Background: an optimization exercise with open tools, aiming at small area. Do not read the settings as production practice.
Where RTL was checked, it was by simulation tests only, not by an equivalence proof against the original.
The clock port is modelled as an ideal driver, which makes a skipped or thinned clock tree look cheaper than it is; a real chip needs a root buffer or a tree.

// fir_filter
module fir_filter(clk,reset,data_in,data_out);
input clk,reset;
input signed [15:0] data_in;  
output reg signed [15:0] data_out;  
reg [15:0] x0, x1, x2, x3, x4, x5, x6, x7;
wire [15:0] y;
always @(posedge clk or posedge reset)
  if (reset) begin
    x0 <= 0; x1 <= 0; x2 <= 0; x3 <= 0;
    x4 <= 0; x5 <= 0; x6 <= 0; x7 <= 0;
    data_out <= 0;
  end else begin
    x0 <= data_in; x1 <= x0; x2 <= x1; x3 <= x2;
    x4 <= x3; x5 <= x4; x6 <= x5; x7 <= x6;
    data_out <= y;
  end
  wire n1 = x1[0] ^ x6[0];
  wire n2 = x1[0] & x6[0];
  wire n3, n4;
  fir_fa u_n3 (.a(x1[1]), .b(x6[1]), .c(n2), .s(n3), .co(n4));
  wire n5, n6;
  fir_fa u_n5 (.a(x1[2]), .b(x6[2]), .c(n4), .s(n5), .co(n6));
  wire n7, n8;
  fir_fa u_n7 (.a(x1[3]), .b(x6[3]), .c(n6), .s(n7), .co(n8));
  wire n9, n10;
  fir_fa u_n9 (.a(x1[4]), .b(x6[4]), .c(n8), .s(n9), .co(n10));
  wire n11, n12;
  fir_fa u_n11 (.a(x1[5]), .b(x6[5]), .c(n10), .s(n11), .co(n12));
  wire n13, n14;
  fir_fa u_n13 (.a(x1[6]), .b(x6[6]), .c(n12), .s(n13), .co(n14));
  wire n15, n16;
  fir_fa u_n15 (.a(x1[7]), .b(x6[7]), .c(n14), .s(n15), .co(n16));
  wire n17, n18;
  fir_fa u_n17 (.a(x1[8]), .b(x6[8]), .c(n16), .s(n17), .co(n18));
  wire n19, n20;
  fir_fa u_n19 (.a(x1[9]), .b(x6[9]), .c(n18), .s(n19), .co(n20));
  wire n21, n22;
  fir_fa u_n21 (.a(x1[10]), .b(x6[10]), .c(n20), .s(n21), .co(n22));
  wire n23, n24;
  fir_fa u_n23 (.a(x1[11]), .b(x6[11]), .c(n22), .s(n23), .co(n24));
  wire n25, n26;
  fir_fa u_n25 (.a(x1[12]), .b(x6[12]), .c(n24), .s(n25), .co(n26));
  wire n27, n28;
  fir_fa u_n27 (.a(x1[13]), .b(x6[13]), .c(n26), .s(n27), .co(n28));
  wire n29, n30;
  fir_fa u_n29 (.a(x1[14]), .b(x6[14]), .c(n28), .s(n29), .co(n30));
  wire n31, n32;
  fir_fa u_n31 (.a(x1[15]), .b(x6[15]), .c(~n30), .s(n31), .co(n32));
  wire n33 = x2[0] ^ x5[0];
  wire n34 = x2[0] & x5[0];
  wire n35, n36;
  fir_fa u_n35 (.a(x2[1]), .b(x5[1]), .c(n34), .s(n35), .co(n36));
  wire n37, n38;
  fir_fa u_n37 (.a(x2[2]), .b(x5[2]), .c(n36), .s(n37), .co(n38));
  wire n39, n40;
  fir_fa u_n39 (.a(x2[3]), .b(x5[3]), .c(n38), .s(n39), .co(n40));
  wire n41, n42;
  fir_fa u_n41 (.a(x2[4]), .b(x5[4]), .c(n40), .s(n41), .co(n42));
  wire n43, n44;
  ...
For scale: roughly 680 cells after synthesis, about 140 flip-flops, ~12000 um^2 of cells after synthesis.
clock: 13.0 ns
lec_check: 0
cap_margin: 20
core_margin: 2
core_utilization: 75
gpl_timing_driven: 0
slew_margin: 20
synth_hierarchical: 1
standard.sh (not shown) runs the stock make flow with config.mk's settings and CLKGATE_MAP_FILE= SYNTH_SCRIPT=/design/flow/synth_recipe.tcl, a recipe that flattens the netlist after the stock synthesis.
==> flow/flow/run.sh <==
#!/bin/bash
# The standard layout (bash standard.sh) with two settings changed:
#  - port buffers (one per input and output port, as standard) use buf_1 cells;
#  - clock tree synthesis uses clkbuf_8 buffers and adds no dummy loads.
# standard.sh's output goes to standard_flow.log; ORFS's per-step logs stay in orfs/logs.
set -euo pipefail
export BUFFER_PORTS_ARGS="-buffer_cell sky130_fd_sc_hd__buf_1"
export CTS_ARGS="-sink_clustering_enable -repair_clock_nets -buf_list sky130_fd_sc_hd__clkbuf_8 -dont_use_dummy_load"
bash standard.sh > standard_flow.log 2>&1
Edit:
Settings changed: CORE_UTILIZATION 75 to 60.
=> Setup slack improved by 0.091 ns; synthesized cell count stays the same; flip-flop and latch count stays the same; via count falls by 3.6%; global-route usage falls by 7.8 points; die area rises by 24%; area after synthesis is unchanged.
Edit:
Settings changed: CORE_UTILIZATION 60 to 68.
What happened: Setup slack gains 0.071 ns. Via count came out higher by 0.48%. Die area goes down by 11%. Worst hold slack gets better by 0.024 ns. Register-to-register slack gets better by 0.07 ns. Utilization came out higher by 8.2 points. First-iteration DRC count came out lower by 36%. Routed wire length came out lower by 3.5%.

* * *

fir_filter, a different RTL version from the one above (not shown whole).
For scale: ~620 cells after synthesis.
clock: 13.0 ns
lec_check: 0
cap_margin: 20
core_margin: 2
core_utilization: 72
gpl_timing_driven: 0
slew_margin: 20
synth_hierarchical: 1
==> flow/flow/run.sh <==
#!/bin/bash
# The standard layout (bash standard.sh) with these changes:
#  - port buffers (one per input and output port, as standard) use buf_1 cells;
#  - after clock tree synthesis, its tree is replaced (POST_CTS_TCL hook) by a
#    two-level tree (flow/mantree.tcl, flow/rebuild.tcl): clk -> one clkbuf_8
#    -> 8 clkbuf_8 leaves, each driving the x* sample flip-flops of one
#    placement cluster; the 16 data_out flip-flops get their own leaf, fed
#    through two clkdlybuf4s50_1 cells.  That skew only helps the
#    register-to-register paths x* -> data_out (the filter arithmetic); the
#    input paths (data_in -> x0) see the normal clock and the output paths
#    (data_out -> ports) only lose slack.
# standard.sh's output goes to standard_flow.log; ORFS's per-step logs stay in orfs/logs.
set -euo pipefail
FLOWDIR="$PWD/flow"
cat > "$PWD/post_cts.tcl" <<EOF
source $FLOWDIR/mantree.tcl
source $FLOWDIR/rebuild.tcl
clktree_rebuild 8 sky130_fd_sc_hd__clkbuf_8 sky130_fd_sc_hd__clkbuf_8 {data_out*} sky130_fd_sc_hd__clkdlybuf4s50_1 2
detailed_placement
check_placement -verbose
estimate_parasitics -placement
report_worst_slack -max
report_worst_slack -min
EOF
export POST_CTS_TCL="$PWD/post_cts.tcl"
# the timing repair that follows global routing runs with the final clock tree
export SKIP_CTS_REPAIR_TIMING=1
export BUFFER_PORTS_ARGS="-buffer_cell sky130_fd_sc_hd__buf_1"
export CTS_ARGS="-sink_clustering_enable -repair_clock_nets -buf_list sky130_fd_sc_hd__clkbuf_8 -dont_use_dummy_load"
bash standard.sh > standard_flow.log 2>&1
Other scripts of this flow, unchanged in this note and not shown: flow/flow/mantree.tcl, flow/flow/rebuild.tcl
The starting point went through all stages and came out clean.
Edit:
--- a/flow/flow/run.sh
+++ b/flow/flow/run.sh
@@ -7,3 +7,3 @@
 #    placement cluster; the 16 data_out flip-flops get their own leaf, fed
-#    through two clkdlybuf4s50_1 cells.  That skew only helps the
+#    through three clkdlybuf4s50_1 cells.  That skew only helps the
 #    register-to-register paths x* -> data_out (the filter arithmetic); the
@@ -17,3 +17,3 @@
 source $FLOWDIR/rebuild.tcl
-clktree_rebuild 8 sky130_fd_sc_hd__clkbuf_8 sky130_fd_sc_hd__clkbuf_8 {data_out*} sky130_fd_sc_hd__clkdlybuf4s50_1 2
+clktree_rebuild 8 sky130_fd_sc_hd__clkbuf_8 sky130_fd_sc_hd__clkbuf_8 {data_out*} sky130_fd_sc_hd__clkdlybuf4s50_1 3
 detailed_placement
Effect:
- The new run ran to the end with no violations
- global-route usage is unchanged
- cell count hardly moves
- sequential share of layout area barely changes
- area after synthesis stays the same
- routed wire length barely changes
- worst setup slack improves by 0.30 ns
- flip-flop and latch count is unchanged
No run of this note included a check of the RTL's function; only the layout flow was run. In every run of this note, the design's own scripts or RTL, not TritonCTS, make the clock network.

==> re-timing with driven ports <==
Ports are ideal in the flow. The routed layouts listed here were re-timed in OpenROAD. Step 1 sets driving cells, clkbuf_16 on the clock port and buf_2 on the other inputs (assumed; they add their load-dependent delay and slew). Step 2, shift: input delay + t, output delay - t, t = (earliest + latest rising clock arrival at the registers) / 2. This alone moves slack from input paths to output paths. Slacks: ideal / step 1 / step 2; pairs: ideal / step 1.
run | t (ns) | setup slack, ns | hold slack, ns | clock arrival spread, ns | pins driven straight from the clock port
the first run of note 1 | 0.482 | 0.326 / 0.326 / 0.326 | 0.376 / 0.376 / 0.376 | 0.046 / 0.046 | 1
the second run of note 1 | 0.477 | 0.416 / 0.416 / 0.416 | 0.365 / 0.365 / 0.365 | 0.045 / 0.045 | 1
the third run of note 1 | 0.466 | 0.488 / 0.488 / 0.488 | 0.389 / 0.389 / 0.389 | 0.043 / 0.043 | 1
the first run of note 2 | 0.923 | 0.397 / 0.397 / 0.397 | 0.373 / 0.373 / 0.373 | 0.996 / 0.996 | 1
the second run of note 2 | 1.159 | 0.697 / 0.697 / 0.697 | 0.007 / 0.007 / 0.007 | 1.460 / 1.460 | 1
Clock arrivals are far apart in the first run of note 2 and the second run of note 2, so t is only a midpoint there and step 2 fits no single register.
